From an optimization exercise on the open Yosys and OpenROAD flow, aimed at small area and a short achievable clock period; shortcuts taken in it are not production practice.
RTL that was checked went through simulation tests only; none was proved equivalent to the original.

== the previous run ==
==> flow/design.v <==
module spa_xor2(a, b, y);
    input a, b;
    output y;
    assign y = a ^ b;
endmodule
module spa_xnor2(a, b, y);
    input a, b;
    output y;
    assign y = ~(a ^ b);
endmodule
module spa_and2(a, b, y);
    input a, b;
    output y;
    assign y = a & b;
endmodule
module spa_and3(a, b, c, y);
    input a, b, c;
    output y;
    assign y = a & b & c;
endmodule
module spa_andn(a, b, y);
    input a, b;
    output y;
    assign y = a & ~b;
endmodule
module spa_nor2(a, b, y);
    input a, b;
    output y;
    assign y = ~(a | b);
endmodule
module spa_fa(a, b, c, s, co);
    input a, b, c;
    output s, co;
    assign s = a ^ b ^ c;
    assign co = (a & b) | (c & (a ^ b));
endmodule
module spa_a211o(a, b, c, d, y);
    input a, b, c, d;
    output y;
    assign y = a | b | (c & d);
endmodule
module spa_maj3(a, b, c, y);
    input a, b, c;
    output y;
    assign y = (a & b) | (c & (a | b));
endmodule
module spa_a222oi(a1, a2, b1, b2, c1, c2, y);
    input a1, a2, b1, b2, c1, c2;
    output y;
    assign y = ~((a1 & a2) | (b1 & b2) | (c1 & c2));
endmodule
module spa_mux2i(a0, a1, s, y);
    input a0, a1, s;
    output y;
    assign y = ~(s ? a1 : a0);
endmodule
module spa_mux2(a0, a1, s, y);
    input a0, a1, s;
    output y;
    assign y = s ? a1 : a0;
endmodule
module spa_o21ai(a1, a2, b1, y);
    input a1, a2, b1;
    output y;
    assign y = ~((a1 | a2) & b1);
endmodule
module spa_a22o(a1, a2, b1, b2, y);
    input a1, a2, b1, b2;
    output y;
    assign y = (a1 & a2) | (b1 & b2);
endmodule
module spa_lt4(m1, s1, m2, s2, y);
    input m1, s1, m2, s2;
    output y;
    wire w;
    spa_a22o  uw(.a1(m1), .a2(m2), .b1(s1), .b2(s2), .y(w));
    spa_o21ai uy(.a1(m1), .a2(m2), .b1(w), .y(y));
endmodule
module self_purging_full_adder(a, b, e, C, Cn, Jn, nG, nP, sum, en);
    input [5:0] a, b, e;
    input C, Cn;            
    input Jn;               
    output nG, nP, sum;     
    output [5:0] en;        
    wire [5:0] h, l, z, q, nm;
    wire [1:0] sh, mh, sl, ml, sz, mz, sp, mp;
    genvar k, g;
    generate
        for (k = 0; k < 6; k = k + 1) begin : m
            spa_and3  uh(.a(e[k]), .b(a[k]), .c(b[k]), .y(h[k]));
            spa_o21ai uq(.a1(a[k]), .a2(b[k]), .b1(e[k]), .y(q[k]));   
            spa_nor2  ul(.a(q[k]), .b(h[k]), .y(l[k]));
            spa_andn  uz(.a(e[k]), .b(l[k]), .y(z[k]));               
        end
        for (g = 0; g < 2; g = g + 1) begin : grp
            spa_fa fh(.a(h[3*g]), .b(h[3*g+1]), .c(h[3*g+2]), .s(sh[g]), .co(mh[g]));
            spa_fa fl(.a(l[3*g]), .b(l[3*g+1]), .c(l[3*g+2]), .s(sl[g]), .co(ml[g]));
            spa_fa fz(.a(z[3*g]), .b(z[3*g+1]), .c(z[3*g+2]), .s(sz[g]), .co(mz[g]));
            spa_xor2  ps(.a(sh[g]), .b(sl[g]), .y(sp[g]));
            spa_a211o pm(.a(mh[g]), .b(ml[g]), .c(sh[g]), .d(sl[g]), .y(mp[g]));
        end
    endgenerate
    wire nS0, nS1;
    spa_lt4 vg(.m1(mh[0]), .s1(sh[0]), .m2(mh[1]), .s2(sh[1]), .y(nG));
    spa_lt4 vp(.m1(mp[0]), .s1(sp[0]), .m2(mp[1]), .s2(sp[1]), .y(nP));
    spa_lt4 v0(.m1(ml[0]), .s1(sl[0]), .m2(ml[1]), .s2(sl[1]), .y(nS0));
    spa_lt4 v1(.m1(mz[0]), .s1(sz[0]), .m2(mz[1]), .s2(sz[1]), .y(nS1));
    spa_mux2i vs(.a0(nS0), .a1(nS1), .s(C), .y(sum));
    wire ne, cx, t0, t1, t2;
    spa_xor2 te(.a(sum), .b(C), .y(ne));
    spa_xor2 tc(.a(C), .b(Cn), .y(cx));
    spa_andn u2(.a(Cn), .b(ne), .y(t2));
    spa_nor2 u0(.a(ne), .b(Cn), .y(t0));
    spa_andn u1(.a(ne), .b(cx), .y(t1));
    generate
        for (k = 0; k < 6; k = k + 1) begin : sw
            spa_a222oi ua(.a1(t2), .a2(h[k]), .b1(t1), .b2(l[k]), .c1(t0), .c2(q[k]), .y(nm[k]));
            spa_mux2i  ue(.a0(Jn), .a1(nm[k]), .s(e[k]), .y(en[k]));
        end
    endgenerate
endmodule
module self_purging_adder(clk, in1, in2, cin, J, sum, cout);
    parameter W = 32;
    parameter N = 6;
    input clk, J;
    input [N*W-1:0] in1, in2;
    input [N-1:0] cin;
    output [W-1:0] sum;
    output cout;
    function th4;   
        input [5:0] v;
        reg [1:0] c1, c2;
        begin
            c1 = v[0] + v[1] + v[2];
            c2 = v[3] + v[4] + v[5];
            th4 = (c1[1] & c2[1]) | ((c1[1] | c2[1]) & c1[0] & c2[0]);
        end
    endfunction
    reg  [N*W-1:0] E;        
    wire [N*W-1:0] En;
    wire [W:0] C;            
    wire [W-1:0] G, P;
    wire Jn = ~J;
    genvar i, k, l;
    generate
        for (i = 0; i < W; i = i + 1) begin : bit_
            wire [N-1:0] a, b, e, en;
            for (k = 0; k < N; k = k + 1) begin : mod_
                assign a[k] = in1[k*W+i];
                assign b[k] = in2[k*W+i];
                assign e[k] = E[k*W+i];
                assign En[k*W+i] = en[k];
            end
            if (i == 0) begin : b0
                wire [N-1:0] s = a ^ b ^ cin;
                wire [N-1:0] co = (a & b) | (cin & (a ^ b));
                assign sum[0] = th4(e & s);
                assign G[0] = th4(e & co);
                assign P[0] = 1'b0;
                for (k = 0; k < N; k = k + 1) begin : m0
                    assign en[k] = e[k] ? ((s[k] == sum[0]) & (co[k] == C[1])) : J;
                end
            end else begin : bn
                wire nG, nP;
                assign G[i] = ~nG;
                assign P[i] = ~nP;
                self_purging_full_adder fa(.a(a), .b(b), .e(e), .C(C[i]), .Cn(C[i+1]),
                    .Jn(Jn), .nG(nG), .nP(nP), .sum(sum[i]), .en(en));
            end
        end
        wire [W-1:0] gg [0:5];
        wire [W-1:0] pp [0:5];
        assign gg[0] = G;
        assign pp[0] = P;
        for (l = 0; l < 5; l = l + 1) begin : lvl
            for (i = 0; i < W; i = i + 1) begin : col
                if ((i >> l) & 1) begin : cmb
                    localparam integer J0 = ((i >> l) << l) - 1;
                    assign gg[l+1][i] = gg[l][i] | (pp[l][i] & gg[l][J0]);
                    assign pp[l+1][i] = pp[l][i] & pp[l][J0];
                end else begin : pas
                    assign gg[l+1][i] = gg[l][i];
                    assign pp[l+1][i] = pp[l][i];
                end
            end
        end
    endgenerate
    assign C[0] = cin[0];
    assign C[W:1] = gg[5];
    assign cout = C[W];
    always @(posedge clk)
        E <= En;
endmodule
==> flow/config.mk <==
export PLATFORM = sky130hd
export DESIGN_NAME = self_purging_adder
export DESIGN_NICKNAME = self_purging_adder
export VERILOG_FILES = /design/flow/design.v
export SDC_FILE = /design/flow/constraint.sdc
export NUM_CORES = 4
export LEC_CHECK = 0
export CAP_MARGIN = 20
export CORE_MARGIN = 2
export CORE_UTILIZATION = 60
export SLEW_MARGIN = 20
export SYNTH_HIERARCHICAL = 1
export SYNTH_MINIMUM_KEEP_SIZE = 0
==> flow/constraint.sdc <==
create_clock -name core_clock -period 110.0 [get_ports {clk}]
set_input_delay 22.0000 -clock core_clock [delete_from_list [all_inputs] [get_ports {clk}]]
set_output_delay 22.0000 -clock core_clock [all_outputs]
set_load 0.01 [all_outputs]
standard.sh (not shown) runs the stock make flow with config.mk's settings and CLKGATE_MAP_FILE= SYNTH_SCRIPT=/design/flow/synth_recipe.tcl, a recipe that flattens the netlist after the stock synthesis.
==> flow/flow/run.sh <==
#!/bin/bash
# Standard ORFS layout (the standard.sh) with these changes:
#  - the port buffers that global placement puts on every input and output
#    are sky130 buf_1 cells instead of the default choice;
#  - right after floorplanning, every logic cell is set to the smallest
#    version of its function (downsize.tcl); the later repair steps size up
#    again where slew, load or timing need it;
#  - clock tree synthesis uses clkbuf_4/clkbuf_8 buffers and no dummy loads.
# Each step's full log is in orfs/logs/; make's own output is in
# standard_flow.log.
set -euo pipefail
here=$(pwd)
export BUFFER_PORTS_ARGS="-buffer_cell sky130_fd_sc_hd__buf_1"
export POST_FLOORPLAN_TCL="$here/flow/downsize.tcl"
export CTS_ARGS="-sink_clustering_enable -repair_clock_nets -dont_use_dummy_load -buf_list {sky130_fd_sc_hd__clkbuf_4 sky130_fd_sc_hd__clkbuf_8} -root_buf sky130_fd_sc_hd__clkbuf_8"
bash standard.sh "$@" > standard_flow.log 2>&1
Other scripts of this flow, unchanged in this note and not shown: flow/flow/downsize.tcl
Relative to the previous run, the following input files were edited for the current run:
--- a/flow/design.v
+++ b/flow/design.v
@@ -139,10 +139,11 @@
     reg  [N*W-1:0] E;        
     wire [N*W-1:0] En;
     wire [W:0] C;            
     wire [W-1:0] G, P;
+    wire [W-1:1] nG, nP;
     wire Jn = ~J;
-    genvar i, k, l;
+    genvar i, k;
     generate
         for (i = 0; i < W; i = i + 1) begin : bit_
             wire [N-1:0] a, b, e, en;
             for (k = 0; k < N; k = k + 1) begin : mod_
@@ -160,21 +161,31 @@
                 for (k = 0; k < N; k = k + 1) begin : m0
                     assign en[k] = e[k] ? ((s[k] == sum[0]) & (co[k] == C[1])) : J;
                 end
             end else begin : bn
-                wire nG, nP;
-                assign G[i] = ~nG;
-                assign P[i] = ~nP;
                 self_purging_full_adder fa(.a(a), .b(b), .e(e), .C(C[i]), .Cn(C[i+1]),
-                    .Jn(Jn), .nG(nG), .nP(nP), .sum(sum[i]), .en(en));
+                    .Jn(Jn), .nG(nG[i]), .nP(nP[i]), .sum(sum[i]), .en(en));
             end
         end
-        wire [W-1:0] gg [0:5];
-        wire [W-1:0] pp [0:5];
-        assign gg[0] = G;
-        assign pp[0] = P;
+    endgenerate
+    assign C[0] = cin[0];
+    spa_prefix pfx(.G0(G[0]), .nG(nG), .nP(nP), .C(C[W:1]));
+    assign cout = C[W];
+    always @(posedge clk)
+        E <= En;
+endmodule
+module spa_prefix(G0, nG, nP, C);
+    input G0;
+    input [31:1] nG, nP;
+    output [31:0] C;
+    wire [31:0] gg [0:5];
+    wire [31:0] pp [0:5];
+    assign gg[0] = {~nG, G0};
+    assign pp[0] = {~nP, 1'b0};
+    genvar i, l;
+    generate
         for (l = 0; l < 5; l = l + 1) begin : lvl
-            for (i = 0; i < W; i = i + 1) begin : col
+            for (i = 0; i < 32; i = i + 1) begin : col
                 if ((i >> l) & 1) begin : cmb
                     localparam integer J0 = ((i >> l) << l) - 1;
                     assign gg[l+1][i] = gg[l][i] | (pp[l][i] & gg[l][J0]);
                     assign pp[l+1][i] = pp[l][i] & pp[l][J0];
@@ -184,10 +195,6 @@
                 end
             end
         end
     endgenerate
-    assign C[0] = cin[0];
-    assign C[W:1] = gg[5];
-    assign cout = C[W];
-    always @(posedge clk)
-        E <= En;
-endmodule
+    assign C = gg[5];
+endmodule
### Flow results
On sequential share of layout area, the current run tracks the previous run almost exactly. Mean instance size in the synthesized netlist essentially unchanged between the current run and the previous run. The previous run → the current run: number of standard cells in the final layout excluding fillers increased 14, final area essentially unchanged, minimum clock period after layout increased 0.40 ns, core occupancy in the finished layout essentially unchanged.
Only the layout flow was run in the current run; the RTL was not checked for function there.

==> afterwards: timing with drivers on the ports <==
In the flow no input, the clock included, has a driving cell. The finished layouts below were timed again as built, in two steps. Step 1, drivers: a clkbuf_16 drives clk and a buf_2 each remaining input, both assumed. Step 2 times the ports against the registers' clock, not the clock port: input delays grow and output delays shrink by t, the midpoint of the rising clock arrivals with the driver on. Slacks: no drivers / after step 1 / after step 2; pairs: no drivers / after step 1.
run | t, ns | setup slack, ns | slew at the worst register clock pin (ns) | pins driven straight from the clock port
the previous run | 0.538 | 61.310 / 61.255 / 61.255 | 0.10 / 0.10 | 1
the current run | 0.551 | 60.908 / 60.885 / 60.885 | 0.10 / 0.10 | 1
After both steps setup and hold are still met in every run listed. For the previous run, which loses most, drivers alone change the setup slack by -0.055 ns; drivers and shift together by -0.055 ns.
